Background: an optimization exercise with open tools, aiming at small area, a short achievable clock period and few clock cycles. Do not read the settings as production practice.
Where RTL was checked, it was by simulation tests only, not by an equivalence proof against the original.
No functional check of the RTL was part of runs 3 to 5.
Power and IR drop assume default switching activity.

`flow/constraint.sdc`:
```
create_clock -name core_clock -period 8.0 [get_ports {clk}]
set_input_delay 1.6000 -clock core_clock [delete_from_list [all_inputs] [get_ports {clk}]]
set_output_delay 1.6000 -clock core_clock [all_outputs]
set_load 0.01 [all_outputs]
```
`flow/design.v`:
```
module ALU_AddSub(
	output [31:0] sum,
	input  [31:0] na,
	input  [31:0] nb,
	input         sub
);
	wire [31:0] nbx, p, g;
	genvar i, l;
	generate
		for (i = 0; i < 32; i = i + 1) begin : pg
			g_xor2 gx(.a(nb[i]), .b(sub), .y(nbx[i]));	 
			g_xor2 gpp(.a(na[i]), .b(nbx[i]), .y(p[i]));	 
			g_nor2 ggg(.a(na[i]), .b(nbx[i]), .y(g[i]));	 
		end
	endgenerate
	wire [31:0] G [0:5];
	wire [31:0] P [0:5];
	wire g0c;
	g_aoi21 gc0(.a(p[0]), .b(sub), .c(g[0]), .y(g0c));	 
	g_inv   gc1(.a(g0c), .y(G[0][0]));
	assign G[0][31:1] = g[31:1];
	assign P[0] = p;
	generate
		for (l = 1; l <= 5; l = l + 1) begin : lv
			for (i = 0; i < 32; i = i + 1) begin : nd
				if (i < (1 << (l - 1))) begin : done
					g_inv gi(.a(G[l-1][i]), .y(G[l][i]));
					assign P[l][i] = 1'b0;
				end
				else if (l % 2 == 1) begin : inv
					g_aoi21 gg(.a(P[l-1][i]), .b(G[l-1][i-(1<<(l-1))]), .c(G[l-1][i]), .y(G[l][i]));
					if (i >= (1 << l)) begin : pp
						g_nand2 gp(.a(P[l-1][i]), .b(P[l-1][i-(1<<(l-1))]), .y(P[l][i]));
					end
					else begin : np
						assign P[l][i] = 1'b0;
					end
				end
				else begin : pos
					g_oai21 gg(.a(P[l-1][i]), .b(G[l-1][i-(1<<(l-1))]), .c(G[l-1][i]), .y(G[l][i]));
					if (i >= (1 << l)) begin : pp
						g_nor2 gp(.a(P[l-1][i]), .b(P[l-1][i-(1<<(l-1))]), .y(P[l][i]));
					end
					else begin : np
						assign P[l][i] = 1'b0;
					end
				end
			end
		end
	endgenerate
	g_xor2 gs0(.a(p[0]), .b(sub), .y(sum[0]));
	generate
		for (i = 1; i < 32; i = i + 1) begin : s
			g_xnor2 gs(.a(p[i]), .b(G[5][i-1]), .y(sum[i]));
		end
	endgenerate
endmodule
module ALU_Shr(
	output [31:0] y,
	input  [31:0] na,
	input  [4:0]  sh
);
	wire [31:0] x [0:5];
	assign x[0] = na;
	wire [4:0] nsh = ~sh;
	genvar i, l;
	generate
		for (l = 0; l < 5; l = l + 1) begin : lv
			for (i = 0; i < 32; i = i + 1) begin : b
				if (i + (1 << l) < 32) begin : m
					g_mux2i gm(.a0(x[l][i]), .a1(x[l][i + (1 << l)]), .s(sh[l]), .y(x[l+1][i]));
				end
				else if (l % 2 == 0) begin : f1
					g_nor2 gf(.a(x[l][i]), .b(sh[l]), .y(x[l+1][i]));
				end
				else begin : f0
					g_nand2 gf(.a(x[l][i]), .b(nsh[l]), .y(x[l+1][i]));
				end
			end
		end
	endgenerate
	assign y = x[5];
endmodule
module ALU_ResBit(
	output y,
	input  as, input sum,
	input  orr, input orv,
	input  srl, input shf,
	input  l0, input q0,
	input  l1, input q1,
	input  l2, input q2,
	input  l3, input q3
);
	wire n0, n1, n2, n3;
	g_aoi22 g0(.a(as), .b(sum), .c(orr), .d(orv), .y(n0));
	g_aoi22 g1(.a(srl), .b(shf), .c(l0), .d(q0), .y(n1));
	g_aoi22 g2(.a(l1), .b(q1), .c(l2), .d(q2), .y(n2));
	g_nand2 g3(.a(l3), .b(q3), .y(n3));
	g_nand4 g4(.a(n0), .b(n1), .c(n2), .d(n3), .y(y));
endmodule
module DM(
	output [7:0]  q0,
	output [7:0]  q1,
	output [7:0]  q2,
	output [7:0]  q3,
	output [3:0]  oh,
	input  [31:0] nwrite_data,	 
	input         base_fwd_next,	 
	input  [6:0]  base_reg,	 
	input  [6:0]  base_wb,	 
	input  [1:0]  nbase_lo,	 
	input  [6:0]  off0,
	input  [6:0]  off1,
	input  [6:0]  off2,
	input  [6:0]  off3,
	input         mem_write,
	input         clk
);
	wire [1:0] o = ~nbase_lo + off3[1:0];
	assign oh = 4'b0001 << o;
	wire [31:0] wd = ~nwrite_data;
	reg [7:0] d0, d1, d2, d3;
	always @(*) begin
		case (o)
			2'd0: {d0, d1, d2, d3} = wd;
			2'd1: {d1, d2, d3, d0} = wd;
			2'd2: {d2, d3, d0, d1} = wd;
			default: {d3, d0, d1, d2} = wd;
		endcase
	end
	DM_Bank b0(.q(q0), .fwd_next(base_fwd_next), .base_reg(base_reg), .base_wb(base_wb), .off(off0), .d(d0), .we(mem_write), .clk(clk));
	DM_Bank b1(.q(q1), .fwd_next(base_fwd_next), .base_reg(base_reg), .base_wb(base_wb), .off(off1), .d(d1), .we(mem_write), .clk(clk));
	DM_Bank b2(.q(q2), .fwd_next(base_fwd_next), .base_reg(base_reg), .base_wb(base_wb), .off(off2), .d(d2), .we(mem_write), .clk(clk));
	DM_Bank b3(.q(q3), .fwd_next(base_fwd_next), .base_reg(base_reg), .base_wb(base_wb), .off(off3), .d(d3), .we(mem_write), .clk(clk));
endmodule
module DM_Bank(
	output [7:0] q,
	input        fwd_next,
	input  [6:0] base_reg,
	input  [6:0] base_wb,
	input  [6:0] off,	 
	input  [7:0] d,
	input        we,
	input        clk
);
	reg fwd;
	always @(posedge clk) fwd <= fwd_next;
	wire [6:0] nbase;
	genvar m;
	generate
		for (m = 0; m < 7; m = m + 1) begin : bm
			g_mux2i g(.a0(base_reg[m]), .a1(base_wb[m]), .s(fwd), .y(nbase[m]));
		end
	endgenerate
	wire [31:0] sel;
	DM_RowSel rowsel(.sel(sel), .nbase(nbase), .off(off));
	reg [7:0] M [0:31];
	integer i;
	always @(posedge clk) begin
		for (i = 0; i < 32; i = i + 1)
			if (we && sel[i]) M[i] <= d;
	end
	genvar j, k;
	generate
		for (j = 0; j < 8; j = j + 1) begin : bits
			wire [31:0] col;
			for (k = 0; k < 32; k = k + 1) begin : rows
				assign col[k] = M[k][j];
			end
			g_ao32 rd(.sel(sel), .d(col), .y(q[j]));
		end
	endgenerate
endmodule
module DM_RowSel(
	output [31:0] sel,
	input  [6:0]  nbase,
	input  [6:0]  off
);
	wire [4:0] nu = nbase[6:2];
	wire [4:0] v  = off[6:2];
	wire [4:0] nv = ~off[6:2];
	wire c = (~nbase[1] & off[1]) | ((~nbase[1] | off[1]) & ~nbase[0] & off[0]);
	wire [4:0] p, t0a, t1a, t0b, t1b;
	genvar j, k;
	generate
		for (j = 0; j < 5; j = j + 1) begin : bits
			g_xnor2 gp(.a(nu[j]), .b(v[j]), .y(p[j]));
			if (j == 0) begin : b0
				g_xor2  g1(.a(p[0]), .b(c), .y(t1a[0]));
				g_xnor2 g0(.a(p[0]), .b(c), .y(t0a[0]));
				assign t1b[0] = t1a[0];
				assign t0b[0] = t0a[0];
			end
			else begin : bn
				wire ca, cb;
				g_nand2 gca(.a(nu[j-1]), .b(nv[j-1]), .y(ca));
				g_nor2  gcb(.a(nu[j-1]), .b(nv[j-1]), .y(cb));
				g_xor2  g1a(.a(p[j]), .b(ca), .y(t1a[j]));
				g_xnor2 g0a(.a(p[j]), .b(ca), .y(t0a[j]));
				g_xor2  g1b(.a(p[j]), .b(cb), .y(t1b[j]));
				g_xnor2 g0b(.a(p[j]), .b(cb), .y(t0b[j]));
			end
		end
		for (k = 0; k < 32; k = k + 1) begin : rows
			wire [4:0] t;
			for (j = 0; j < 5; j = j + 1) begin : tb
				if (j == 0 || ((k >> (j - 1)) & 1) == 0)
					assign t[j] = ((k >> j) & 1) ? t1a[j] : t0a[j];
				else
					assign t[j] = ((k >> j) & 1) ? t1b[j] : t0b[j];
			end
			wire n012, n34;
			g_nand3 ga(.a(t[0]), .b(t[1]), .c(t[2]), .y(n012));
			g_nand2 gb(.a(t[3]), .b(t[4]), .y(n34));
			g_nor2  gc(.a(n012), .b(n34), .y(sel[k]));
		end
	endgenerate
endmodule
module g_aoi22(input a, input b, input c, input d, output y);
	assign y = ~((a & b) | (c & d));
endmodule
module g_aoi21(input a, input b, input c, output y);
	assign y = ~((a & b) | c);
endmodule
module g_oai21(input a, input b, input c, output y);
	assign y = ~((a | b) & c);
endmodule
module g_nand2(input a, input b, output y);
	assign y = ~(a & b);
endmodule
module g_nand3(input a, input b, input c, output y);
	assign y = ~(a & b & c);
endmodule
module g_nand4(input a, input b, input c, input d, output y);
	assign y = ~(a & b & c & d);
endmodule
module g_nor2(input a, input b, output y);
	assign y = ~(a | b);
endmodule
module g_xor2(input a, input b, output y);
	assign y = a ^ b;
endmodule
module g_xnor2(input a, input b, output y);
	assign y = ~(a ^ b);
endmodule
module g_inv(input a, output y);
	assign y = ~a;
endmodule
module g_mux2i(input a0, input a1, input s, output y);
	assign y = ~(s ? a1 : a0);
endmodule
module g_ao32(input [31:0] sel, input [31:0] d, output y);
	wire [15:0] n1;
	wire [3:0]  n2;
	wire [1:0]  n3;
	genvar i;
	generate
		for (i = 0; i < 16; i = i + 1) begin : l1
			g_aoi22 g(.a(sel[2*i]), .b(d[2*i]), .c(sel[2*i+1]), .d(d[2*i+1]), .y(n1[i]));
		end
		for (i = 0; i < 4; i = i + 1) begin : l2
			g_nand4 g(.a(n1[4*i]), .b(n1[4*i+1]), .c(n1[4*i+2]), .d(n1[4*i+3]), .y(n2[i]));
		end
		for (i = 0; i < 2; i = i + 1) begin : l3
			g_nor2 g(.a(n2[2*i]), .b(n2[2*i+1]), .y(n3[i]));
		end
	endgenerate
	g_nand2 l4(.a(n3[0]), .b(n3[1]), .y(y));
endmodule
module g_ao31(input [31:1] sel, input [31:1] d, output y);
	wire [15:0] n1;
	wire [3:0]  n2;
	wire [1:0]  n3;
	genvar i;
	generate
		for (i = 0; i < 15; i = i + 1) begin : l1
			g_aoi22 g(.a(sel[2*i+1]), .b(d[2*i+1]), .c(sel[2*i+2]), .d(d[2*i+2]), .y(n1[i]));
		end
		for (i = 0; i < 4; i = i + 1) begin : l2
			g_nand4 g(.a(n1[4*i]), .b(n1[4*i+1]), .c(n1[4*i+2]), .d(n1[4*i+3]), .y(n2[i]));
		end
		for (i = 0; i < 2; i = i + 1) begin : l3
			g_nor2 g(.a(n2[2*i]), .b(n2[2*i+1]), .y(n3[i]));
		end
	endgenerate
	g_nand2 l1x(.a(sel[31]), .b(d[31]), .y(n1[15]));
	g_nand2 l4(.a(n3[0]), .b(n3[1]), .y(y));
endmodule
module RF(
	output [31:0] src_data,
	output [31:0] tar_data,
	input  [4:0]  src_addr,
	input  [4:0]  tar_addr,
	input  [4:0]  dst_addr,
	input  [31:0] dst_data,
	input         reg_write,	 
	input         clk
);
	reg [31:0] R [1:31];
	integer i;
	always @(posedge clk) begin
		for (i = 1; i < 32; i = i + 1)
			if (reg_write && dst_addr == i) R[i] <= dst_data;
	end
	wire [31:1] ssel, tsel;
	RF_Dec dec_s(.a(src_addr), .sel(ssel));
	RF_Dec dec_t(.a(tar_addr), .sel(tsel));
	wire [31:0] s, t;
	genvar j, k;
	generate
		for (j = 0; j < 32; j = j + 1) begin : bits
			wire [31:1] col;
			for (k = 1; k < 32; k = k + 1) begin : regs
				assign col[k] = R[k][j];
			end
			g_ao31 rs(.sel(ssel), .d(col), .y(s[j]));
			g_ao31 rt(.sel(tsel), .d(col), .y(t[j]));
		end
	endgenerate
	wire byp_s = reg_write && (dst_addr == src_addr);
	wire byp_t = reg_write && (dst_addr == tar_addr);
	assign src_data = byp_s ? dst_data : s;
	assign tar_data = byp_t ? dst_data : t;
endmodule
module RF_Dec(input [4:0] a, output [31:1] sel);
	genvar k;
	generate
		for (k = 1; k < 32; k = k + 1) begin : d
			assign sel[k] = (a == k);
		end
	endgenerate
endmodule
module FinalCPU(
	output	wire	[31:0]	imem_addr,
	output	wire			wb_valid,
	output	wire	[4:0]	wb_addr,
	output	wire	[31:0]	wb_data,
	input	wire	[31:0]	imem_data,
	input	wire			rst,
	input	wire			clk
);
	reg [29:0] pc;
	always @(posedge clk) begin
		if (rst) pc <= 30'd0;
		else     pc <= pc + 30'd1;
	end
	assign imem_addr = {pc, 2'b00};
	wire [31:0] ir = imem_data;
	wire        d_valid = !rst;
	wire [5:0] op    = ir[31:26];
	wire [4:0] rs    = ir[25:21];
	wire [4:0] rt    = ir[20:16];
	wire [4:0] rd    = ir[15:11];
	wire [4:0] shamt = ir[10:6];
	wire [5:0] fn    = ir[5:0];
	wire [15:0] imm  = ir[15:0];
	wire is_r    = (op == 6'h00);
	wire is_addi = (op == 6'h0C);
	wire is_subi = (op == 6'h0D);
	wire is_sw   = (op == 6'h10);
	wire is_lw   = (op == 6'h11);
	wire f_add = is_r && (fn == 6'h0B);
	wire f_sub = is_r && (fn == 6'h0D);
	wire f_or  = is_r && (fn == 6'h25);
	wire f_srl = is_r && (fn == 6'h02);
	wire [4:0] d_dst = is_r ? rd : rt;
	wire d_wen = d_valid && (is_r || is_addi || is_subi || is_lw) && (d_dst != 5'd0);
	wire d_use_rt = is_r || is_sw;
	reg [31:0] e_a, e_b;
	reg        e_fa, e_fb;
	reg [4:0]  e_shamt;
	reg [6:0]  e_off0, e_off1, e_off2, e_off3;
	reg        e_addsub, e_sub, e_or, e_srl, e_ld;
	reg        e_wen, e_sw;
	reg [4:0]  e_dst;
	reg        w_wen;
	reg [4:0]  w_dst;
	reg [31:0] w_data;
	wire [31:0] rs_val, rt_val;
	RF Register_File(
		.src_data(rs_val),
		.tar_data(rt_val),
		.src_addr(rs),
		.tar_addr(rt),
		.dst_addr(w_dst),
		.dst_data(w_data),
		.reg_write(w_wen),
		.clk(clk)
	);
	always @(posedge clk) begin
		e_a     <= rs_val;
		e_b     <= d_use_rt ? rt_val : {{16{imm[15]}}, imm};
		e_fa    <= e_wen && (e_dst == rs);
		e_fb    <= d_use_rt && e_wen && (e_dst == rt);
		e_shamt <= shamt;
		e_off0  <= imm[6:0] + 7'd3;
		e_off1  <= imm[6:0] + 7'd2;
		e_off2  <= imm[6:0] + 7'd1;
		e_off3  <= imm[6:0];
		e_addsub <= f_add || f_sub || is_addi || is_subi;
		e_sub   <= f_sub || is_subi;
		e_or    <= f_or;
		e_srl   <= f_srl;
		e_ld    <= is_lw;
		e_dst   <= d_dst;
		if (rst) begin
			e_wen <= 1'b0;
			e_sw  <= 1'b0;
		end
		else begin
			e_wen <= d_wen;
			e_sw  <= d_valid && is_sw;
		end
	end
	wire [31:0] na, nb;
	genvar i;
	generate
		for (i = 0; i < 32; i = i + 1) begin : fwd
			g_mux2i ma(.a0(e_a[i]), .a1(w_data[i]), .s(e_fa), .y(na[i]));
			g_mux2i mb(.a0(e_b[i]), .a1(w_data[i]), .s(e_fb), .y(nb[i]));
		end
	endgenerate
	wire [31:0] sum, srl, orv;
	ALU_AddSub adder(.sum(sum), .na(na), .nb(nb), .sub(e_sub));
	ALU_Shr shifter(.y(srl), .na(na), .sh(e_shamt));
	generate
		for (i = 0; i < 32; i = i + 1) begin : orb
			g_nand2 go(.a(na[i]), .b(nb[i]), .y(orv[i]));	 
		end
	endgenerate
	wire [7:0] q [0:3];
	wire [3:0] oh;
	DM Data_Memory(
		.base_fwd_next(e_wen && (e_dst == rs)),
		.base_reg(e_a[6:0]),
		.base_wb(w_data[6:0]),
		.nbase_lo(na[1:0]),
		.q0(q[0]),
		.q1(q[1]),
		.q2(q[2]),
		.q3(q[3]),
		.oh(oh),
		.nwrite_data(nb),
		.off0(e_off0),
		.off1(e_off1),
		.off2(e_off2),
		.off3(e_off3),
		.mem_write(e_sw),
		.clk(clk)
	);
	wire [3:0] l = {4{e_ld}} & oh;
	wire [31:0] result;
	generate
		for (i = 0; i < 32; i = i + 1) begin : res
			localparam integer K = 3 - i / 8;
			ALU_ResBit rb(
				.y(result[i]),
				.as(e_addsub), .sum(sum[i]),
				.orr(e_or), .orv(orv[i]),
				.srl(e_srl), .shf(srl[i]),
				.l0(l[0]), .q0(q[(0 + K) % 4][i % 8]),
				.l1(l[1]), .q1(q[(1 + K) % 4][i % 8]),
				.l2(l[2]), .q2(q[(2 + K) % 4][i % 8]),
				.l3(l[3]), .q3(q[(3 + K) % 4][i % 8])
			);
		end
	endgenerate
	always @(posedge clk) begin
		w_data <= result;
		w_dst  <= e_dst;
		if (rst) w_wen <= 1'b0;
		else     w_wen <= e_wen;
	end
	Out_Reg Output_Register(
		.wb_valid(wb_valid),
		.wb_addr(wb_addr),
		.wb_data(wb_data),
		.valid_in(!rst && e_wen),
		.addr_in(e_dst),
		.data_in(result),
		.clk(clk)
	);
endmodule
module Out_Reg(
	output reg        wb_valid,
	output reg [4:0]  wb_addr,
	output reg [31:0] wb_data,
	input             valid_in,
	input      [4:0]  addr_in,
	input      [31:0] data_in,
	input             clk
);
	always @(posedge clk) begin
		wb_valid <= valid_in;
		wb_addr  <= addr_in;
		wb_data  <= data_in;
	end
endmodule
```
`flow/config.mk`:
```
export PLATFORM = sky130hd
export DESIGN_NAME = FinalCPU
export DESIGN_NICKNAME = FinalCPU
export VERILOG_FILES = /design/flow/design.v
export SDC_FILE = /design/flow/constraint.sdc
export NUM_CORES = 8
export LEC_CHECK = 0
export CAP_MARGIN = 20
export CORE_MARGIN = 2
export CORE_UTILIZATION = 55
export CTS_CLUSTER_DIAMETER = 80
export CTS_CLUSTER_SIZE = 24
export SETUP_SLACK_MARGIN = 5
export SLEW_MARGIN = 20
export SYNTH_HIERARCHICAL = 1
export SYNTH_MINIMUM_KEEP_SIZE = 0
export TNS_END_PERCENT = 0
```
`flow/flow/run.sh`:
```
#!/bin/bash
# Layout flow: the standard flow, with one extra step before floorplanning
# (flow/downsize.tcl, run by ORFS's PRE_FLOORPLAN_TCL hook) that returns each
# combinational cell to its smallest size; timing repair then upsizes where
# needed. Each step's full output goes to a log file here.
set -euo pipefail
W=$(pwd)
bash standard.sh synth > synth.log 2>&1
bash standard.sh floorplan PRE_FLOORPLAN_TCL="$W/flow/downsize.tcl" > floorplan.log 2>&1
bash standard.sh finish > layout.log 2>&1
test -f out/final.def
```
`flow/flow/downsize.tcl`:
```
# Swap each combinational cell (not buffers, inverters or flip-flops) for the
# smallest-area cell of the same function and footprint family. Synthesis maps
# the small gate modules of this design one at a time and sizes each for an
# assumed load; the timing repair that follows upsizes where timing needs it.
set swapped 0
set saved 0.0
foreach inst [get_cells *] {
  set lc [get_lib_cells -of_objects $inst]
  set name [get_name $lc]
  if {![regexp {^sky130_fd_sc_hd__([a-z0-9]+)_([0-9]+)$} $name -> base drive]} { continue }
  if {[regexp {^(df|edf|sdf|dl|sdl|buf|inv|clk|conb|tap|fill|decap|dly|probe|lpflow|ebuf|einv|bufinv|bufbuf|macro|diode)} $base]} { continue }
  set best $lc
  set best_area [get_property $lc area]
  foreach cand [get_lib_cells sky130_fd_sc_hd__${base}_*] {
    if {![regexp "^sky130_fd_sc_hd__${base}_\[0-9\]+\$" [get_name $cand]]} { continue }
    if {[get_property $cand dont_use]} { continue }
    set a [get_property $cand area]
    if {$a < $best_area} { set best $cand; set best_area $a }
  }
  if {$best ne $lc} {
    set saved [expr {$saved + [get_property $lc area] - $best_area}]
    replace_cell $inst $best
    incr swapped
  }
}
puts "downsize: swapped $swapped cells, saved [format %.1f $saved] um2"
```
`flow/standard.sh`:
```
#!/bin/bash
# synth_recipe.tcl (not shown) runs the flow's synth.tcl, then flattens the netlist and writes it again
# the make line also repeats each setting of config.mk as NAME=value (left out here)
make -C /OpenROAD-flow-scripts/flow DESIGN_CONFIG=/design/flow/config.mk WORK_HOME=/design/flow/orfs CLKGATE_MAP_FILE= SYNTH_SCRIPT=/design/flow/synth_recipe.tcl "${@:-finish}"
```
==> results of run 1 <==
==> through the flow <==
stage | cell area [um^2] | hold WS, ns | cells | setup slack, ns
floorplan | 93300 | 0.382 | 6516 | 4.72
global placement | 98400 | 0.415 | 8937 | 2.79
detailed placement | 98400 | 0.419 | 8937 | 2.80
CTS | 108000 | 0.437 | 9314 | 4.73
global route | 109000 | 0.457 | 9358 | 4.56
finish | 109000 | 0.435 | 9364 | 4.57
==> worst register-to-register path: stages (launching register included) <==
cell and delay [ns]:
sky130_fd_sc_hd__dfxtp_4 0.51, sky130_fd_sc_hd__buf_12 0.23, sky130_fd_sc_hd__mux2i_1 0.27, sky130_fd_sc_hd__buf_4 0.24
sky130_fd_sc_hd__xor2_4 0.24, sky130_fd_sc_hd__xor2_4 0.32, sky130_fd_sc_hd__nand2_2 0.17, sky130_fd_sc_hd__o21ai_4 0.21
sky130_fd_sc_hd__a21oi_2 0.07, sky130_fd_sc_hd__o21ai_1 0.22, sky130_fd_sc_hd__a21oi_2 0.12, sky130_fd_sc_hd__xnor2_1 0.15
sky130_fd_sc_hd__a22oi_2 0.28, sky130_fd_sc_hd__nand4_1 0.24
==> registers in the layout, indices dropped and copies added, names as in the netlist, 256 cells and up <==
name,count
Data_Memory.b0.M,256
Data_Memory.b1.M,256
Data_Memory.b2.M,256
Data_Memory.b3.M,256
Register_File.R,992
==> layer usage <==
metal	wire length (um)	global-route usage, %
met1	125000	51.3
met2	147000	56.2
met3	42700	11.1
met4	18900	18.3
met5	173	0.417
==> power by group <==
part	internal (mW)	leakage [nW]	total, mW	switching (mW)
clock	3.29	1.98	7.28	3.99
combinational	1.51	12.4	5.54	4.03
sequential	13.2	19.9	13.3	0.130
==> layout make-up <==
type	count	area share (%)
Inverter	62	0.214
Multi-Input combinational cell	4168	29.8
Timing Repair Buffer	469	3.91
Tap cell	2204	2.53
Clock inverter	53	0.682
Sequential cell	2234	59.7
Antenna cell	9	0.0207
Clock buffer	165	3.09
==> final timing paths <==
check | end | slack, ns | cells after the start
worst min register to register | w_dst[4]$_DFF_P_ | 0.44 | 0
worst max-delay path | Output_Register.wb_data[30]$_DFF_P_ | 4.57 | 13
worst max register to register | Output_Register.wb_data[30]$_DFF_P_ | 4.57 | 13
worst min-delay path | w_dst[4]$_DFF_P_ | 0.44 | 0
==> repair_timing <==
action / CTS / global route
pin swaps: 109 / 57
gates resized for setup: 921 / 195
gates cloned: 11 / 2
setup endpoints to repair: 2256 / 2251
buffers inserted: 148 / 39
==> flow_metrics.py, run 1 <==
metrics = {
    "die": {
        "die_w_um": 415,
        "io_pins": 104,
        "die_footprint_um2": 172000,
        "core_area_um2": 167000,
        "initial_cell_density_of_the_core_pct": 55.5,
        "die_y_um": 415,
        "rows": 150,
    },
    "sta": {
        "report.final.setup_viol": 0,
        "fmax_mhz": 291,
        "slew_headroom_pct": 18.5,
        "maxSlewViolCount": 0,
        "finalCriticalPeriod_ns": 3.43,
        "timing.clock.skew_ns": 0.0469,
        "rsz0062_at_grt": "true",
        "hold_violations": 0,
        "timing_worst_slew_pin_value_ns": 1.21,
        "post-route-period-util_pct": 42.9,
        "setup_tns_ns": 0,
    },
    "place": {
        "finalWeightedCongestion": 1.04,
        "place.detailed.hpwl_mm": 205,
        "io_buffer_count": 101,
    },
    "critical_path": {
        "worstSetupEndpointType": "flip-flop",
        "cpMaxStageDelayCell": "sky130_fd_sc_hd__dfxtp_4",
        "critical_path.max_stage_delay_ns": 0.51,
        "data_arrival_time_of_the_critical_path_ns": 4.07,
        "cpLargestDelayFamily": "compound AO/OA/AOI/OAI gates",
        "data_required_time_of_the_critical_path_ns": 8.64,
        "kind_of_start_point_of_the_critical_path": "flip-flop",
        "path_cells": "buf_12 -> mux2i_1 -> buf_4 -> xor2_4 -> xor2_4 -> nand2_2 -> o21ai_4 -> a21oi_2 -> o21ai_1 -> a21oi_2 -> xnor2_1 -> a22oi_2 -> nand4_1",
        "timing.setup.critical_path_class": "flip-flop to flip-flop",
        "critical_path.startpoint": "e_fb$_DFF_P_",
        "r2r-start": "e_fb$_DFF_P_",
        "timing.critical_path.fanout_max": 8,
        "critical_path_buf_inv_count": 2,
    },
    "global_route": {
        "grt_antenna_before_repair": 27,
        "grt-ovfl-total": 0,
        "grt_pass1_wl_mm": 464,
        "largest_net_degree_at_the_start_of_global_routing": 69,
        "grt_usage_pct": 37.8,
        "grt_pass1_vias": 63521,
    },
    "finish": {
        "final-seq-area_um2": 65000,
        "nFillCells": 12258,
        "total_area_of_multi_input_combinational_cells_um2": 32500,
        "layout_common_cells": "2,016 x sky130_fd_sc_hd__edfxtp_1, 1,523 x sky130_fd_sc_hd__a22oi_1, 425 x sky130_fd_sc_hd__nand4_1",
        "final_util_pct": 65.0,
        "most_common_cell_after_layout_fill_and_taps_aside": "sky130_fd_sc_hd__edfxtp_1",
        "drive_gt1_share_pct": 19.7,
        "final_nets": 7097,
    },
    "drt": {
        "drtAntennaViolNets": 0,
        "firstDrtPassIters": 6,
        "totalWireLength_mm": 334,
        "num_vias": 66715,
        "initialDrtViolationCount": 10049,
        "detail_routed_net_length_per_standard_cell_um": 35.6,
        "routed_via_density": 7.12,
        "route.detailed.drc": 0,
    },
    "hold_path": {
        "timing.hold.worst.class": "flip-flop to flip-flop",
        "worstHoldStart": "e_dst[4]$_DFF_P_",
    },
    "yosys": {
        "syn_inst": 6515,
        "synth_warnings": 15,
    },
    "clocking": {
        "ctsHtreeMaxLevel": 3,
        "worst_skew_pair.late_latency_ns": 0.83,
        "cts-root-buf": "sky130_fd_sc_hd__clkbuf_16",
        "numCtsBuffers": 120,
        "clock_sink_count": 2234,
        "clkTransAtPathRegs_ns": 0.09,
        "cts-root-to-sink-buffers": 3,
        "cts_hold_repair.buffers": 0,
        "tritoncts_clock_tree": "built",
    },
    "power_and_ir_drop": {
        "powerDensity_nw_per_um2": 240,
        "p_leak_nw": 34.3,
        "peak_vdd_ir_mv": 0.254,
        "totalPowerFinal_mw": 26.2,
    },
    "run_status": {
        "outcome": "finished clean",
    },
    "run": {
        "timing.max_cap.violations": 0,
    },
}
Testbench counts, summed over its fixed seeds: cycles 4,608.
==> run 2: changes to the inputs <==
--- a/flow/design.v
+++ b/flow/design.v
@@ -1,11 +1,26 @@
 module ALU_AddSub(
 	output [31:0] sum,
-	input  [31:0] na,
-	input  [31:0] nb,
-	input         sub
+	input  [31:0] a_reg,	 
+	input  [31:0] b_reg,
+	input  [31:0] wb,	 
+	input         fa_next,	 
+	input         fb_next,
+	input         sub,
+	input         clk
 );
-	wire [31:0] nbx, p, g;
+	reg fa, fb;
+	always @(posedge clk) begin
+		fa <= fa_next;
+		fb <= fb_next;
+	end
+	wire [31:0] na, nb, nbx, p, g;
 	genvar i, l;
 	generate
+		for (i = 0; i < 32; i = i + 1) begin : fwd
+			g_mux2i ma(.a0(a_reg[i]), .a1(wb[i]), .s(fa), .y(na[i]));
+			g_mux2i mb(.a0(b_reg[i]), .a1(wb[i]), .s(fb), .y(nb[i]));
+		end
+	endgenerate
+	generate
 		for (i = 0; i < 32; i = i + 1) begin : pg
 			g_xor2 gx(.a(nb[i]), .b(sub), .y(nbx[i]));	 
@@ -413,14 +428,25 @@
 		end
 	end
+	wire [31:0] w_fwd;
+	wire [31:0] result;
 	wire [31:0] na, nb;
 	genvar i;
 	generate
 		for (i = 0; i < 32; i = i + 1) begin : fwd
-			g_mux2i ma(.a0(e_a[i]), .a1(w_data[i]), .s(e_fa), .y(na[i]));
-			g_mux2i mb(.a0(e_b[i]), .a1(w_data[i]), .s(e_fb), .y(nb[i]));
+			g_mux2i ma(.a0(e_a[i]), .a1(w_fwd[i]), .s(e_fa), .y(na[i]));
+			g_mux2i mb(.a0(e_b[i]), .a1(w_fwd[i]), .s(e_fb), .y(nb[i]));
 		end
 	endgenerate
 	wire [31:0] sum, srl, orv;
-	ALU_AddSub adder(.sum(sum), .na(na), .nb(nb), .sub(e_sub));
+	ALU_AddSub adder(
+		.sum(sum),
+		.a_reg(e_a),
+		.b_reg(e_b),
+		.wb(w_fwd),
+		.fa_next(e_wen && (e_dst == rs)),
+		.fb_next(d_use_rt && e_wen && (e_dst == rt)),
+		.sub(e_sub),
+		.clk(clk)
+	);
 	ALU_Shr shifter(.y(srl), .na(na), .sh(e_shamt));
 	generate
@@ -434,5 +460,5 @@
 		.base_fwd_next(e_wen && (e_dst == rs)),
 		.base_reg(e_a[6:0]),
-		.base_wb(w_data[6:0]),
+		.base_wb(w_fwd[6:0]),
 		.nbase_lo(na[1:0]),
 		.q0(q[0]),
@@ -450,5 +476,4 @@
 	);
 	wire [3:0] l = {4{e_ld}} & oh;
-	wire [31:0] result;
 	generate
 		for (i = 0; i < 32; i = i + 1) begin : res
@@ -466,4 +491,5 @@
 		end
 	endgenerate
+	Fwd_Reg Forward_Register(.q(w_fwd), .d(result), .clk(clk));
 	always @(posedge clk) begin
 		w_data <= result;
@@ -497,2 +523,9 @@
 	end
 endmodule
+module Fwd_Reg(
+	output reg [31:0] q,
+	input      [31:0] d,
+	input             clk
+);
+	always @(posedge clk) q <= d;
+endmodule
==> flow_metrics.py, run 2 <==
metrics = {
    "clocking": {
        "tritoncts_clock_tree": "built",
        "cts-root-to-sink-buffers": 3,
        "numCtsBuffers": 118,
        "clock_sink_count": 2268,
        "cts-root-buf": "sky130_fd_sc_hd__clkbuf_16",
        "ctsHtreeMaxLevel": 3,
        "worst_skew_pair.late_latency_ns": 0.84,
        "clkTransAtPathRegs_ns": 0.10,
        "cts_hold_repair.buffers": 0,
    },
    "drt": {
        "routed_via_density": 7.03,
        "initialDrtViolationCount": 9866,
        "num_vias": 66149,
        "detail_routed_net_length_per_standard_cell_um": 34.4,
        "totalWireLength_mm": 323,
        "firstDrtPassIters": 8,
        "drtAntennaViolNets": 0,
        "route.detailed.drc": 0,
    },
    "place": {
        "io_buffer_count": 101,
        "place.detailed.hpwl_mm": 206,
        "detailedPlace.worstSlack_ns": 2.96,
        "finalWeightedCongestion": 1.05,
        "place.detailed.instances": 9025,
    },
    "sta": {
        "slew_headroom_pct": 27.0,
        "rsz0062_at_grt": "true",
        "final.hold.worst_slack_ns": 0.413,
        "setup_tns_ns": 0,
        "hold_violations": 0,
        "post-route-period-util_pct": 41.2,
        "finalCriticalPeriod_ns": 3.29,
        "fmax_mhz": 304,
        "maxSlewViolCount": 0,
        "setup_ws_ns": 4.71,
        "report.final.setup_viol": 0,
        "timing.clock.skew_ns": 0.0428,
        "timing_worst_slew_pin_value_ns": 1.09,
    },
    "critical_path": {
        "data_arrival_time_of_the_critical_path_ns": 4.00,
        "timing.critical_path.fanout_max": 9,
        "worstSetupEndpointType": "flip-flop",
        "kind_of_start_point_of_the_critical_path": "flip-flop",
        "regToRegSetupSlack_ns": 4.71,
        "data_required_time_of_the_critical_path_ns": 8.70,
        "timing.setup.critical_path_class": "flip-flop to flip-flop",
    },
    "die": {
        "die_footprint_um2": 175000,
        "die_w_um": 418,
        "rows": 151,
        "die_y_um": 418,
        "initial_cell_density_of_the_core_pct": 55.5,
        "core_area_um2": 170000,
        "io_pins": 104,
    },
    "finish": {
        "final_util_pct": 64.4,
        "finalNonFillerCells": 9403,
        "largest_register_ff_count": 992,
        "layout_common_cells": "2,016 x sky130_fd_sc_hd__edfxtp_1, 1,428 x sky130_fd_sc_hd__a22oi_1, 425 x sky130_fd_sc_hd__nand4_1",
        "top_register": "Register_File.R",
        "final_nets": 7118,
        "drive_gt1_share_pct": 18.9,
        "most_common_cell_after_layout_fill_and_taps_aside": "sky130_fd_sc_hd__edfxtp_1",
    },
    "power_and_ir_drop": {
        "power.internal_mw": 18.1,
        "comb_power_share_pct": 21.8,
        "pwr-share-seq_pct": 51.4,
        "powerDensity_nw_per_um2": 241,
        "power_frac_clock_pct": 26.8,
        "p_leak_nw": 34.2,
        "p_sw_share_pct": 31.3,
        "total_switching_power_mw": 8.24,
        "peak_vdd_ir_mv": 0.229,
    },
    "global_route": {
        "largest_net_degree_at_the_start_of_global_routing": 75,
        "grt_pass1_vias": 63169,
        "grt_pass1_wl_mm": 456,
        "grt-ovfl-total": 0,
        "grt_antenna_before_repair": 13,
        "grt_usage_pct": 36.4,
    },
    "run": {
        "timing.max_cap.violations": 0,
    },
    "hold_path": {
        "timing.hold.worst.class": "flip-flop to flip-flop",
    },
    "yosys": {
        "synth_warnings": 16,
        "syn_inst": 6613,
    },
    "run_status": {
        "outcome": "finished clean",
    },
}
[run 2: what timing repair did]
item,4_1_cts,5_1_grt
buffers inserted,124,11
pin swaps,173,108
gates resized for setup,944,178
gates cloned,10,4
endpoints found under the setup margin,2288,2223
[run 2: final cells by class]
class | count | area (um^2)
antenna | 10 | 25.0
clock buffer | 169 | 3310
clock inverter | 50 | 572
fill | 12360 | 60500
inverter | 62 | 233
multi-input combinational | 4230 | 32900
sequential | 2268 | 65700
tap | 2218 | 2780
timing repair buffer | 396 | 3830
[run 2: path summary, 6_finish.rpt]
kind	startpoint	to	depth (start not counted)
setup / recovery	Data_Memory.b1.fwd$_DFF_P_	Output_Register.wb_data[31]$_DFF_P_	16
hold / removal	e_dst[4]$_DFF_P_	Output_Register.wb_addr[4]$_DFF_P_	0
setup reg to reg	Data_Memory.b1.fwd$_DFF_P_	Output_Register.wb_data[31]$_DFF_P_	16
hold reg to reg	e_dst[4]$_DFF_P_	Output_Register.wb_addr[4]$_DFF_P_	0
[run 2: power by group through the flow]
stage	Combinational, mW	Sequential, mW	Clock [mW]
after floorplan	2.34	13.8	0
after global placement	4.31	13.8	0
after detailed placement	4.37	13.8	0
after CTS	5.35	13.5	7.10
after global routing	5.96	13.6	7.50
final	5.75	13.5	7.08
[run 2: per-layer routing]
| metal | part of all wire [%] | global-route usage (%) | vias to the layer above |
|---|---|---|---|
| met5 | 0.022 | 0 | - |
| met2 | 45 | 55.0 | 4157 |
| met4 | 5.5 | 16.9 | 12 |
| li1 | - | - | 27775 |
| met1 | 39 | 50.6 | 33370 |
| met3 | 11 | 7.84 | 835 |
[run 2: stage by stage]
step / power, mW / cell area, um^2
finish: 26.4 / 109000
floorplan: 16.1 / 94600
detailed placement: 18.2 / 99700
global placement: 18.1 / 99400
global route: 27.0 / 109000
CTS: 26.0 / 108000
[run 2: worst max-delay path, cell delays in order (launching register included)]
cell	delay, ns
sky130_fd_sc_hd__dfxtp_4	0.39
sky130_fd_sc_hd__buf_4	0.16
sky130_fd_sc_hd__mux2i_4	0.24
sky130_fd_sc_hd__buf_12	0.16
sky130_fd_sc_hd__xnor2_4	0.09
sky130_fd_sc_hd__buf_6	0.14
sky130_fd_sc_hd__xnor2_1	0.14
sky130_fd_sc_hd__buf_4	0.20
sky130_fd_sc_hd__nand3_2	0.11
sky130_fd_sc_hd__nor2_4	0.09
sky130_fd_sc_hd__a22oi_1	0.22
sky130_fd_sc_hd__nand4_1	0.24
sky130_fd_sc_hd__nor2_4	0.26
sky130_fd_sc_hd__nand2_8	0.13
sky130_fd_sc_hd__a22oi_1	0.23
sky130_fd_sc_hd__nand4_1	0.13
sky130_fd_sc_hd__buf_4	0.21
Testbench counts of run 2, summed over its fixed seeds: cycles 4,608.
==> run 3: changes to the inputs <==
--- a/flow/design.v
+++ b/flow/design.v
@@ -9,15 +9,10 @@
 	input         clk
 );
-	reg fa, fb;
-	always @(posedge clk) begin
-		fa <= fa_next;
-		fb <= fb_next;
-	end
 	wire [31:0] na, nb, nbx, p, g;
 	genvar i, l;
 	generate
-		for (i = 0; i < 32; i = i + 1) begin : fwd
-			g_mux2i ma(.a0(a_reg[i]), .a1(wb[i]), .s(fa), .y(na[i]));
-			g_mux2i mb(.a0(b_reg[i]), .a1(wb[i]), .s(fb), .y(nb[i]));
+		for (i = 0; i < 32; i = i + 8) begin : fwd
+			Fwd_Mux8 ma(.y(na[i+7:i]), .a0(a_reg[i+7:i]), .a1(wb[i+7:i]), .s_next(fa_next), .clk(clk));
+			Fwd_Mux8 mb(.y(nb[i+7:i]), .a0(b_reg[i+7:i]), .a1(wb[i+7:i]), .s_next(fb_next), .clk(clk));
 		end
 	endgenerate
@@ -283,5 +278,5 @@
 	g_nand2 l4(.a(n3[0]), .b(n3[1]), .y(y));
 endmodule
-module g_ao31(input [31:1] sel, input [31:1] d, output y);
+module g_ao31(input [31:1] sel, input [31:1] d, input en, input nz, output y);
 	wire [15:0] n1;
 	wire [3:0]  n2;
@@ -296,15 +291,17 @@
 		end
 		for (i = 0; i < 2; i = i + 1) begin : l3
-			g_nor2 g(.a(n2[2*i]), .b(n2[2*i+1]), .y(n3[i]));
+			g_aoi22 g(.a(n2[2*i]), .b(en), .c(n2[2*i+1]), .d(en), .y(n3[i]));
 		end
 	endgenerate
 	g_nand2 l1x(.a(sel[31]), .b(d[31]), .y(n1[15]));
-	g_nand2 l4(.a(n3[0]), .b(n3[1]), .y(y));
+	g_nand3 l4(.a(n3[0]), .b(n3[1]), .c(nz), .y(y));
 endmodule
 module RF(
 	output [31:0] src_data,
-	output [31:0] tar_data,
+	output [31:0] tar_data,	 
 	input  [4:0]  src_addr,
 	input  [4:0]  tar_addr,
+	input         tar_use,
+	input  [31:0] tar_alt,
 	input  [4:0]  dst_addr,
 	input  [31:0] dst_data,
@@ -321,5 +318,10 @@
 	RF_Dec dec_s(.a(src_addr), .sel(ssel));
 	RF_Dec dec_t(.a(tar_addr), .sel(tsel));
-	wire [31:0] s, t;
+	wire byp_s = reg_write && (dst_addr == src_addr);
+	wire byp_t = reg_write && (dst_addr == tar_addr);
+	wire en_s = !byp_s;
+	wire en_t = tar_use && !byp_t;
+	wire [31:0] nz_s = ~({32{byp_s}} & dst_data);
+	wire [31:0] nz_t = ~(({32{tar_use && byp_t}} & dst_data) | ({32{!tar_use}} & tar_alt));
 	genvar j, k;
 	generate
@@ -329,12 +331,8 @@
 				assign col[k] = R[k][j];
 			end
-			g_ao31 rs(.sel(ssel), .d(col), .y(s[j]));
-			g_ao31 rt(.sel(tsel), .d(col), .y(t[j]));
+			g_ao31 rs(.sel(ssel), .d(col), .en(en_s), .nz(nz_s[j]), .y(src_data[j]));
+			g_ao31 rt(.sel(tsel), .d(col), .en(en_t), .nz(nz_t[j]), .y(tar_data[j]));
 		end
 	endgenerate
-	wire byp_s = reg_write && (dst_addr == src_addr);
-	wire byp_t = reg_write && (dst_addr == tar_addr);
-	assign src_data = byp_s ? dst_data : s;
-	assign tar_data = byp_t ? dst_data : t;
 endmodule
 module RF_Dec(input [4:0] a, output [31:1] sel);
@@ -383,5 +381,4 @@
 	wire d_use_rt = is_r || is_sw;
 	reg [31:0] e_a, e_b;
-	reg        e_fa, e_fb;
 	reg [4:0]  e_shamt;
 	reg [6:0]  e_off0, e_off1, e_off2, e_off3;
@@ -392,5 +389,5 @@
 	reg [4:0]  w_dst;
 	reg [31:0] w_data;
-	wire [31:0] rs_val, rt_val;
+	wire [31:0] rs_val, rt_val;	 
 	RF Register_File(
 		.src_data(rs_val),
@@ -398,4 +395,6 @@
 		.src_addr(rs),
 		.tar_addr(rt),
+		.tar_use(d_use_rt),
+		.tar_alt({{16{imm[15]}}, imm}),
 		.dst_addr(w_dst),
 		.dst_data(w_data),
@@ -405,7 +404,5 @@
 	always @(posedge clk) begin
 		e_a     <= rs_val;
-		e_b     <= d_use_rt ? rt_val : {{16{imm[15]}}, imm};
-		e_fa    <= e_wen && (e_dst == rs);
-		e_fb    <= d_use_rt && e_wen && (e_dst == rt);
+		e_b     <= rt_val;
 		e_shamt <= shamt;
 		e_off0  <= imm[6:0] + 7'd3;
@@ -431,9 +428,11 @@
 	wire [31:0] result;
 	wire [31:0] na, nb;
+	wire d_fa = e_wen && (e_dst == rs);
+	wire d_fb = d_use_rt && e_wen && (e_dst == rt);
 	genvar i;
 	generate
-		for (i = 0; i < 32; i = i + 1) begin : fwd
-			g_mux2i ma(.a0(e_a[i]), .a1(w_fwd[i]), .s(e_fa), .y(na[i]));
-			g_mux2i mb(.a0(e_b[i]), .a1(w_fwd[i]), .s(e_fb), .y(nb[i]));
+		for (i = 0; i < 32; i = i + 8) begin : fwd
+			Fwd_Mux8 ma(.y(na[i+7:i]), .a0(e_a[i+7:i]), .a1(w_fwd[i+7:i]), .s_next(d_fa), .clk(clk));
+			Fwd_Mux8 mb(.y(nb[i+7:i]), .a0(e_b[i+7:i]), .a1(w_fwd[i+7:i]), .s_next(d_fb), .clk(clk));
 		end
 	endgenerate
@@ -444,6 +443,6 @@
 		.b_reg(e_b),
 		.wb(w_fwd),
-		.fa_next(e_wen && (e_dst == rs)),
-		.fb_next(d_use_rt && e_wen && (e_dst == rt)),
+		.fa_next(d_fa),
+		.fb_next(d_fb),
 		.sub(e_sub),
 		.clk(clk)
@@ -458,5 +457,5 @@
 	wire [3:0] oh;
 	DM Data_Memory(
-		.base_fwd_next(e_wen && (e_dst == rs)),
+		.base_fwd_next(d_fa),
 		.base_reg(e_a[6:0]),
 		.base_wb(w_fwd[6:0]),
@@ -530,2 +529,18 @@
 	always @(posedge clk) q <= d;
 endmodule
+module Fwd_Mux8(
+	output [7:0] y,
+	input  [7:0] a0,
+	input  [7:0] a1,
+	input        s_next,
+	input        clk
+);
+	reg s;
+	always @(posedge clk) s <= s_next;
+	genvar i;
+	generate
+		for (i = 0; i < 8; i = i + 1) begin : m
+			g_mux2i g(.a0(a0[i]), .a1(a1[i]), .s(s), .y(y[i]));
+		end
+	endgenerate
+endmodule
==> flow_metrics.py, run 3 <==
metrics = {
    "critical_path": {
        "cpMaxStageDelayCell": "sky130_fd_sc_hd__xor2_4",
        "critical_path.max_stage_delay_ns": 0.41,
        "kind_of_start_point_of_the_critical_path": "flip-flop",
        "timing.critical_path.fanout_max": 8,
        "worstSetupEndpointType": "flip-flop",
        "critical_path.startpoint": "e_a[4]$_DFF_P_",
        "data_required_time_of_the_critical_path_ns": 8.75,
        "r2r-start": "e_a[4]$_DFF_P_",
        "regToRegSetupSlack_ns": 4.66,
        "path_cells": "buf_8 -> mux2i_4 -> buf_12 -> xnor2_4 -> buf_4 -> xor2_4 -> nand3_2 -> nor2_4 -> a22oi_2 -> nand4_1 -> nor2_4 -> nand2_4 -> a22oi_2 -> nand4_1 -> buf_6",
        "timing.setup.critical_path_class": "flip-flop to flip-flop",
        "data_arrival_time_of_the_critical_path_ns": 4.10,
    },
    "finish": {
        "layout_common_cells": "2,016 x sky130_fd_sc_hd__edfxtp_1, 1,503 x sky130_fd_sc_hd__a22oi_1, 425 x sky130_fd_sc_hd__nand4_1",
        "largest_register_ff_count": 992,
        "final_nets": 7170,
        "top_register": "Register_File.R",
        "finalNonFillerCells": 9555,
        "final_util_pct": 65.1,
        "most_common_cell_after_layout_fill_and_taps_aside": "sky130_fd_sc_hd__edfxtp_1",
        "drive_gt1_share_pct": 19.7,
    },
    "place": {
        "place.detailed.instances": 9115,
        "finalWeightedCongestion": 0.998,
        "place.detailed.hpwl_mm": 211,
        "io_buffer_count": 101,
    },
    "sta": {
        "final.hold.worst_slack_ns": 0.473,
        "hold_violations": 0,
        "timing.clock.skew_ns": 0.0467,
        "slew_headroom_pct": 30.3,
        "finalCriticalPeriod_ns": 3.34,
        "report.final.setup_viol": 0,
        "rsz0062_at_grt": "true",
        "setup_tns_ns": 0,
        "timing_worst_slew_pin_value_ns": 1.05,
        "maxSlewViolCount": 0,
        "fmax_mhz": 299,
        "post-route-period-util_pct": 41.8,
    },
    "power_and_ir_drop": {
        "p_leak_nw": 34.3,
        "peak_vdd_ir_mv": 0.260,
        "powerDensity_nw_per_um2": 244,
    },
    "yosys": {
        "syn_inst": 6626,
        "synth_warnings": 17,
    },
    "drt": {
        "detail_routed_net_length_per_standard_cell_um": 35.7,
        "routed_via_density": 7.13,
        "initialDrtViolationCount": 10922,
        "totalWireLength_mm": 341,
        "num_vias": 68114,
        "drtAntennaViolNets": 0,
        "firstDrtPassIters": 7,
        "route.detailed.drc": 0,
    },
    "die": {
        "io_pins": 104,
        "die_w_um": 419,
        "die_y_um": 419,
        "initial_cell_density_of_the_core_pct": 55.2,
        "core_area_um2": 171000,
        "die_footprint_um2": 175000,
        "rows": 152,
    },
    "global_route": {
        "grt_antenna_before_repair": 14,
        "grt-ovfl-total": 0,
        "grt_pass1_wl_mm": 471,
        "grt_pass1_vias": 63663,
        "grt_usage_pct": 37.8,
        "largest_net_degree_at_the_start_of_global_routing": 79,
    },
    "clocking": {
        "cts-root-buf": "sky130_fd_sc_hd__clkbuf_16",
        "cts-root-to-sink-buffers": 3,
        "cts_hold_repair.buffers": 0,
        "worst_skew_pair.late_latency_ns": 0.86,
        "tritoncts_clock_tree": "built",
        "clkTransAtPathRegs_ns": 0.09,
        "ctsHtreeMaxLevel": 4,
        "clock_sink_count": 2280,
        "numCtsBuffers": 131,
    },
    "hold_path": {
        "worstHoldStart": "pc[0]$_SDFF_PP0_",
        "timing.hold.worst.class": "flip-flop to flip-flop",
    },
    "run": {
        "timing.max_cap.violations": 0,
    },
    "run_status": {
        "outcome": "finished clean",
    },
}
[run 3: where the power goes]
part           switching, mW  internal, mW
clock                   4.12          3.57
combinational           4.31          1.65
sequential             0.173          13.5
total                   8.60          18.7
[run 3: per-stage QoR]
step,power (mW),setup slack (ns),area [um^2]
2_1_floorplan,16.1,3.22,94700
3_3_place_gp,18.2,2.59,99900
3_5_place_dp,18.2,2.62,100000
4_1_cts,26.6,4.81,109000
5_1_grt,27.9,4.64,112000
6_report,27.3,4.66,112000
[run 3: timing repair]
action,4_1_cts,5_1_grt
gates resized for setup,900,341
hold endpoints to repair,0,0
setup endpoints to repair,2286,2073
buffers inserted,109,32
gates cloned,31,18
pin swaps,146,168
[run 3: worst paths after layout]
kind | cells past startpoint | endpoint
setup / recovery | 15 | Forward_Register.q[31]$_DFF_P_
hold / removal | 1 | pc[0]$_SDFF_PP0_
setup reg to reg | 15 | Forward_Register.q[31]$_DFF_P_
hold reg to reg | 1 | pc[0]$_SDFF_PP0_
[run 3: metal layers]
| metal | up-vias | track usage (%) | wire, um |
|---|---|---|---|
| met4 | 8 | 19.9 | 20900 |
| met3 | 810 | 9.35 | 40600 |
| met5 | - | 0 | 117 |
| met1 | 34222 | 51.8 | 128000 |
| li1 | 28350 | - | - |
| met2 | 4724 | 56.1 | 151000 |
[run 3: worst max-delay path, delay by kind of cell (launching register included)]
kind | cells | cell delay [ns]
AOI/OAI and AO/OA | 2 | 0.26
muxes | 1 | 0.11
and+or+nand+nor | 6 | 1.11
DFF | 1 | 0.38
xor gates and xnor gates | 2 | 0.58
buffers and inverters | 4 | 0.75
[run 3: final cells by class]
class	count	area (um^2)
Timing Repair Buffer	401	4080
Multi-Input combinational cell	4251	34000
Inverter	63	236
Sequential cell	2280	66000
Clock inverter	65	856
Fill cell	12259	59800
Clock buffer	170	3540
Antenna cell	15	37.5
Tap cell	2310	2890
==> run 4: changes to the inputs <==
--- a/flow/config.mk
+++ b/flow/config.mk
@@ -11,5 +11,5 @@
 export CTS_CLUSTER_DIAMETER = 80
 export CTS_CLUSTER_SIZE = 24
-export SETUP_SLACK_MARGIN = 5
+export SETUP_SLACK_MARGIN = 4.7
 export SLEW_MARGIN = 20
 export SYNTH_HIERARCHICAL = 1
==> flow_metrics.py, run 4 <==
metrics = {
    "die": {
        "die_y_um": 419,
        "core_area_um2": 171000,
        "rows": 152,
        "io_pins": 104,
        "die_w_um": 419,
        "initial_cell_density_of_the_core_pct": 55.2,
        "die_footprint_um2": 175000,
    },
    "place": {
        "place.detailed.hpwl_mm": 211,
        "place.detailed.instances": 9115,
        "finalWeightedCongestion": 0.998,
        "postPlaceCellArea_um2": 100000,
        "io_buffer_count": 101,
        "detailedPlace.worstSlack_ns": 2.62,
    },
    "finish": {
        "finalNonFillerCells": 9460,
        "drive_gt1_share_pct": 14.4,
        "final_design_area_no_fill_um2": 108000,
        "nFillCells": 12663,
        "most_common_cell_after_layout_fill_and_taps_aside": "sky130_fd_sc_hd__edfxtp_1",
        "layout_common_cells": "2,016 x sky130_fd_sc_hd__edfxtp_1, 1,644 x sky130_fd_sc_hd__a22oi_1, 425 x sky130_fd_sc_hd__nand4_1",
        "top_register": "Register_File.R",
        "final-seq-area_um2": 65900,
        "total_area_of_multi_input_combinational_cells_um2": 31700,
        "largest_register_ff_count": 992,
        "final_nets": 7084,
    },
    "clocking": {
        "tritoncts_clock_tree": "built",
        "clock_sink_count": 2280,
        "cts-root-buf": "sky130_fd_sc_hd__clkbuf_16",
        "cts-root-to-sink-buffers": 3,
        "ctsHtreeMaxLevel": 4,
        "worst_skew_pair.late_latency_ns": 0.85,
        "numCtsBuffers": 131,
        "clkTransAtPathRegs_ns": 0.09,
    },
    "sta": {
        "setup_tns_ns": 0,
        "setup_ws_ns": 4.43,
        "report.final.setup_viol": 0,
        "timing.clock.skew_ns": 0.0504,
        "finalCriticalPeriod_ns": 3.57,
        "fmax_mhz": 280,
        "maxSlewViolCount": 0,
        "rsz0062_at_grt": "true",
        "hold_violations": 0,
        "slew_headroom_pct": 30.6,
        "post-route-period-util_pct": 44.6,
        "timing_worst_slew_pin_value_ns": 1.01,
    },
    "drt": {
        "totalWireLength_mm": 332,
        "num_vias": 67223,
        "initialDrtViolationCount": 10844,
        "routed_via_density": 7.11,
        "firstDrtPassIters": 9,
        "detail_routed_net_length_per_standard_cell_um": 35.1,
        "drtAntennaViolNets": 0,
        "route.detailed.drc": 0,
    },
    "run_status": {
        "outcome": "finished clean",
    },
    "global_route": {
        "grt_pass1_wl_mm": 461,
        "grt_pass1_vias": 62624,
        "grt_antenna_before_repair": 12,
        "grt-ovfl-total": 0,
        "grt_usage_pct": 37.0,
        "largest_net_degree_at_the_start_of_global_routing": 97,
    },
    "critical_path": {
        "cpMaxStageDelayCell": "sky130_fd_sc_hd__or3b_4",
        "critical_path.max_stage_delay_ns": 0.69,
        "critical_path_buf_inv_count": 2,
        "data_required_time_of_the_critical_path_ns": 8.77,
        "timing.setup.critical_path_class": "primary input to flip-flop",
        "kind_of_start_point_of_the_critical_path": "primary input",
        "path_common_cell": "sky130_fd_sc_hd__a22oi_1",
        "timing.critical_path.fanout_max": 17,
        "path_cells": "clkdlybuf4s15_1 -> or3b_4 -> nor2_4 -> buf_16 -> a22oi_1 -> nand4_1 -> a22oi_1 -> nand3_1",
        "data_arrival_time_of_the_critical_path_ns": 4.34,
        "cpLargestDelayFamily": "simple AND/OR/NAND/NOR gates",
        "worstSetupEndpointType": "flip-flop",
    },
    "power_and_ir_drop": {
        "p_leak_nw": 33.1,
        "pwr-share-seq_pct": 51.4,
        "comb_power_share_pct": 19.7,
        "power_frac_clock_pct": 29.0,
        "totalPowerFinal_mw": 26.5,
        "powerDensity_nw_per_um2": 245,
        "power.internal_mw": 18.4,
        "total_switching_power_mw": 8.16,
        "peak_vdd_ir_mv": 0.260,
        "p_sw_share_pct": 30.8,
    },
    "run": {
        "timing.max_cap.violations": 0,
    },
    "hold_path": {
        "timing.hold.worst.class": "flip-flop to flip-flop",
    },
    "yosys": {
        "synth_warnings": 17,
        "syn_inst": 6626,
    },
}
-- run 4: changes by cell type in the layout (fill, tap and decap cells not counted), moves of 29 or more --
cell / before / now
sky130_fd_sc_hd__buf_6: 38 / 9
sky130_fd_sc_hd__dlygate4sd2_1: 67 / 1
sky130_fd_sc_hd__a22oi_2: 193 / 52
sky130_fd_sc_hd__nand3_2: 38 / 1
sky130_fd_sc_hd__nor2_1: 119 / 152
sky130_fd_sc_hd__a22oi_1: 1503 / 1644
sky130_fd_sc_hd__nor2_2: 69 / 101
sky130_fd_sc_hd__nand3_1: 196 / 239
sky130_fd_sc_hd__clkdlybuf4s50_1: 22 / 89
sky130_fd_sc_hd__nor2_4: 256 / 179
-- run 4: per-layer routing --
layer  wire [um]  share of wire [%]  up-vias  global-route usage, %
met5         110              0.033        -                      0
met4       20800                6.3        4                   17.8
met3       39100                 12      844                   8.54
met2      146000                 44     4578                   55.2
met1      126000                 38    33676                   51.5
li1            -                  -    28121                      -
-- run 4: worst reg2reg max path: cells and delay by family (launching register included) --
kind	cells	cell delay, ns
AND/OR/NAND/NOR	6	1.17
buffers and inverters	3	0.59
XOR/XNOR	2	0.50
flip-flops	1	0.42
multiplexers	1	0.42
AO/OA/AOI/OAI	2	0.34
-- run 4: what timing repair did --
action	in CTS	in global routing
resized for setup	284	360
endpoints found under the setup margin	2282	2090
pin swaps	52	43
hold buffers	0	0
cloned	17	4
setup buffers	54	29
endpoints found under the hold margin	0	0
-- run 4: final timing paths --
kind	startpoint	end	slack [ns]	cells past startpoint
hold reg to reg	pc[0]$_SDFF_PP0_	pc[0]$_SDFF_PP0_	0.47	1
setup reg to reg	Data_Memory.b1.fwd$_DFF_P_	Forward_Register.q[25]$_DFF_P_	4.48	14
setup / recovery	imem_data[16]	e_b[3]$_DFF_P_	4.43	8
hold / removal	pc[0]$_SDFF_PP0_	pc[0]$_SDFF_PP0_	0.47	1
-- run 4: power groups by stage --
| stage | clock network [mW] | registers (mW) | logic, mW |
|---|---|---|---|
| final | 7.68 | 13.6 | 5.21 |
| after global routing | 8.11 | 13.6 | 5.40 |
| after CTS | 7.71 | 13.6 | 4.60 |
| after detailed placement | 0 | 13.9 | 4.35 |
| after global placement | 0 | 13.9 | 4.30 |
| after floorplan | 0 | 13.8 | 2.31 |
-- run 4: metrics by stage --
step           hold WS [ns]  utilization [%]
2_1_floorplan         0.382                -
3_3_place_gp          0.449             58.3
3_5_place_dp          0.458             58.4
4_1_cts               0.480             61.9
5_1_grt               0.489             63.1
6_report              0.475             63.1
-- run 4: layout make-up --
cell class              instances  share of cell area (%)
flip-flops and latches       2280                    61.0
multi-input cells            4238                    29.3
clock buffers                 170                    3.28
repair buffers                328                    2.79
well taps                    2310                    2.67
clock inverters                65                   0.792
inverters                      63                   0.219
diodes                          6                  0.0139
==> run 5: changes to the inputs <==
==> flow/flow/run.sh (replaced) <==
#!/bin/bash
# Layout flow: the standard flow, with one extra step before floorplanning
# (flow/downsize.tcl, run by ORFS's PRE_FLOORPLAN_TCL hook) that returns each
# combinational cell to its smallest size; timing repair then upsizes where
# needed. The timing repair right after clock-tree synthesis is skipped; the
# one after global routing remains. Each step's full output goes to a log
# file here.
set -euo pipefail
W=$(pwd)
bash standard.sh synth > synth.log 2>&1
bash standard.sh floorplan PRE_FLOORPLAN_TCL="$W/flow/downsize.tcl" > floorplan.log 2>&1
bash standard.sh finish SKIP_CTS_REPAIR_TIMING=1 > layout.log 2>&1
test -f out/final.def
--- a/flow/config.mk
+++ b/flow/config.mk
@@ -11,5 +11,5 @@
 export CTS_CLUSTER_DIAMETER = 80
 export CTS_CLUSTER_SIZE = 24
-export SETUP_SLACK_MARGIN = 4.7
+export SETUP_SLACK_MARGIN = 5
 export SLEW_MARGIN = 20
 export SYNTH_HIERARCHICAL = 1
==> flow_metrics.py, run 5 <==
metrics = {
    "run_status": {
        "outcome": "finished clean",
    },
    "power_and_ir_drop": {
        "comb_power_share_pct": 20.1,
        "peak_vdd_ir_mv": 0.263,
        "power.internal_mw": 18.4,
        "power_frac_clock_pct": 28.8,
        "p_sw_share_pct": 30.9,
        "pwr-share-seq_pct": 51.1,
        "p_leak_nw": 34.2,
        "powerDensity_nw_per_um2": 244,
        "total_switching_power_mw": 8.22,
    },
    "drt": {
        "firstDrtPassIters": 7,
        "length_of_routed_met3_wiring_mm": 38.2,
        "initialDrtViolationCount": 10566,
        "route.met2.wl_mm": 146,
        "totalWireLength_mm": 331,
        "drtAntennaViolNets": 0,
        "num_vias": 67037,
        "wl_met1_mm": 127,
        "route.detailed.drc": 0,
        "highest-signal-layer": "met5",
        "detail_routed_net_length_per_standard_cell_um": 35.0,
        "routed_via_density": 7.08,
    },
    "finish": {
        "most_common_cell_after_layout_fill_and_taps_aside": "sky130_fd_sc_hd__edfxtp_1",
        "drive_gt1_share_pct": 15.8,
        "final_design_area_no_fill_um2": 109000,
        "top_register": "Register_File.R",
        "final_nets": 7086,
        "finalNonFillerCells": 9465,
        "largest_register_ff_count": 992,
        "layout_common_cells": "2,016 x sky130_fd_sc_hd__edfxtp_1, 1,605 x sky130_fd_sc_hd__a22oi_1, 425 x sky130_fd_sc_hd__nand4_1",
    },
    "clocking": {
        "ctsHtreeMaxLevel": 4,
        "numCtsBuffers": 131,
        "clock_sink_count": 2280,
        "cts-root-to-sink-buffers": 3,
        "worst_skew_pair.late_latency_ns": 0.86,
        "cts-root-buf": "sky130_fd_sc_hd__clkbuf_16",
        "tritoncts_clock_tree": "built",
        "clkTransAtPathRegs_ns": 0.09,
    },
    "critical_path": {
        "data_required_time_of_the_critical_path_ns": 8.70,
        "critical_path_buf_inv_count": 3,
        "timing.critical_path.fanout_max": 9,
        "data_arrival_time_of_the_critical_path_ns": 4.13,
        "path_cells": "buf_4 -> mux2i_4 -> xnor2_4 -> buf_12 -> xor2_4 -> nand3_1 -> nor2_4 -> a22oi_2 -> nand4_1 -> nor2_2 -> nand2_4 -> a22oi_2 -> nand4_1 -> buf_4",
        "r2r-start": "Data_Memory.b1.fwd$_DFF_P_",
        "worstSetupEndpointType": "flip-flop",
        "cpMaxStageDelayCell": "sky130_fd_sc_hd__dfxtp_4",
        "timing.setup.critical_path_class": "flip-flop to flip-flop",
        "cpLargestDelayFamily": "simple AND/OR/NAND/NOR gates",
        "r2r.worst_path.cells": 14,
        "r2r-end": "Forward_Register.q[26]$_DFF_P_",
        "critical_path.max_stage_delay_ns": 0.43,
        "regToRegSetupSlack_ns": 4.57,
        "kind_of_start_point_of_the_critical_path": "flip-flop",
    },
    "global_route": {
        "largest_net_degree_at_the_start_of_global_routing": 97,
        "grt-ovfl-total": 0,
        "grt_antenna_before_repair": 13,
        "grt_pass1_vias": 61428,
        "grt_pass1_wl_mm": 452,
        "grt_usage_pct": 36.1,
    },
    "place": {
        "io_buffer_count": 101,
        "place.detailed.hpwl_mm": 211,
        "finalWeightedCongestion": 0.998,
        "place.detailed.instances": 9115,
        "postPlaceCellArea_um2": 100000,
    },
    "sta": {
        "timing_worst_slew_pin_value_ns": 0.979,
        "maxSlewViolCount": 0,
        "rsz0062_at_grt": "true",
        "fmax_mhz": 291,
        "timing.clock.skew_ns": 0.0462,
        "hold_violations": 0,
        "finalCriticalPeriod_ns": 3.43,
        "setup_tns_ns": 0,
        "slew_headroom_pct": 32.8,
        "report.final.setup_viol": 0,
        "post-route-period-util_pct": 42.9,
    },
    "yosys": {
        "synth_warnings": 17,
        "syn_inst": 6626,
    },
    "die": {
        "core_area_um2": 171000,
        "die_y_um": 419,
        "rows": 152,
        "die_w_um": 419,
        "initial_cell_density_of_the_core_pct": 55.2,
        "io_pins": 104,
        "die_footprint_um2": 175000,
    },
    "hold_path": {
        "holdPathEnd": "pc[0]$_SDFF_PP0_",
        "timing.hold.worst.class": "flip-flop to flip-flop",
        "whs_path_depth": 1,
        "worstHoldStart": "pc[0]$_SDFF_PP0_",
    },
    "run": {
        "timing.max_cap.violations": 0,
    },
}
==> run 5: cell type report <==
cell class	instances	area (um^2)
fillers	12588	62400
inverters	63	236
diodes	9	22.5
well taps	2310	2890
repair buffers	334	3310
clock inverters	65	856
flip-flops and latches	2280	65900
multi-input cells	4234	32200
clock buffers	170	3540
==> run 5: worst max-delay path by stage <==
stage / from / to / slack, ns / cells past startpoint
4_1_cts: Forward_Register.q[3]$_DFF_P_ / Forward_Register.q[31]$_DFF_P_ / 3.27 / 11
3_5_place_dp: imem_data[26] / e_b[17]$_DFF_P_ / 2.62 / 9
6_report: Data_Memory.b1.fwd$_DFF_P_ / Forward_Register.q[26]$_DFF_P_ / 4.57 / 14
5_1_grt: Data_Memory.b1.fwd$_DFF_P_ / Forward_Register.q[26]$_DFF_P_ / 4.47 / 14
3_3_place_gp: imem_data[26] / e_b[17]$_DFF_P_ / 2.59 / 9
2_1_floorplan: imem_data[29] / e_b[0]$_DFF_P_ / 3.22 / 7
==> run 5: worst reg2reg max path: cells and delay by family (launching register included) <==
family	cells	cell delay [ns]
flip-flops	1	0.43
XOR/XNOR	2	0.40
AO/OA/AOI/OAI	2	0.48
AND/OR/NAND/NOR	6	1.03
multiplexers	1	0.41
buffers and inverters	3	0.55
==> run 5: power groups by stage <==
| stage | logic [mW] | registers, mW | clock network [mW] |
|---|---|---|---|
| after floorplan | 2.31 | 13.8 | 0 |
| after detailed placement | 4.35 | 13.9 | 0 |
| after global routing | 5.58 | 13.6 | 8.11 |
| after CTS | 4.36 | 13.6 | 7.71 |
| final | 5.36 | 13.6 | 7.67 |
| after global placement | 4.30 | 13.9 | 0 |
==> run 5: metal layers <==
metal	vias to the layer above	track usage, %
li1	28131	-
met1	33693	50.8
met2	4435	53.7
met3	772	7.93
met4	6	17.2
met5	-	0
==> run 5: per-stage QoR <==
| step | util [%] | worst slack [ns] | power (mW) | hold slack [ns] |
|---|---|---|---|---|
| floorplan | - | 3.22 | 16.1 | 0.382 |
| global placement | 58.3 | 2.59 | 18.2 | 0.449 |
| detailed placement | 58.4 | 2.62 | 18.2 | 0.458 |
| CTS | 61.0 | 3.27 | 25.7 | 0.480 |
| global route | 63.6 | 4.47 | 27.3 | 0.489 |
| finish | 63.6 | 4.57 | 26.6 | 0.476 |

## what the ideal ports hide
Ports are ideal in the flow. The routed layouts listed here were re-timed in OpenROAD.
Step 1 (the two cells are an assumption about what drives the block):
set clk [get_ports {clk}]
set_driving_cell -lib_cell sky130_fd_sc_hd__clkbuf_16 $clk
set_driving_cell -lib_cell sky130_fd_sc_hd__buf_2 [delete_from_list [all_inputs] $clk]
Step 2 moves the port delays by t, midway between the first and last clock arrival at a register: inputs arrive t later, outputs are due t later. That takes back most of the time a late clock gives input paths.
Slacks: ideal / step 1 / step 2; pairs: ideal / step 1.
run | shift t [ns] | setup slack, ns | worst hold slack (ns) | latest minus earliest clock arrival (ns)
run 1 | 0.905 | 4.566 / 4.566 / 3.785 | 0.435 / 0.435 / 0.435 | 0.047 / 0.047
run 2 | 0.903 | 4.706 / 4.706 / 3.877 | 0.413 / 0.413 / 0.413 | 0.047 / 0.046
run 3 | 0.930 | 4.655 / 4.655 / 3.843 | 0.473 / 0.473 / 0.473 | 0.047 / 0.047
run 4 | 0.915 | 4.429 / 4.454 / 3.571 | 0.475 / 0.475 / 0.475 | 0.051 / 0.051
run 5 | 0.924 | 4.568 / 4.561 / 3.704 | 0.476 / 0.476 / 0.476 | 0.047 / 0.046
After both steps setup and hold are still met in every run listed. For run 5, which loses most, drivers alone change the setup slack by -0.007 ns; drivers and shift together by -0.864 ns.
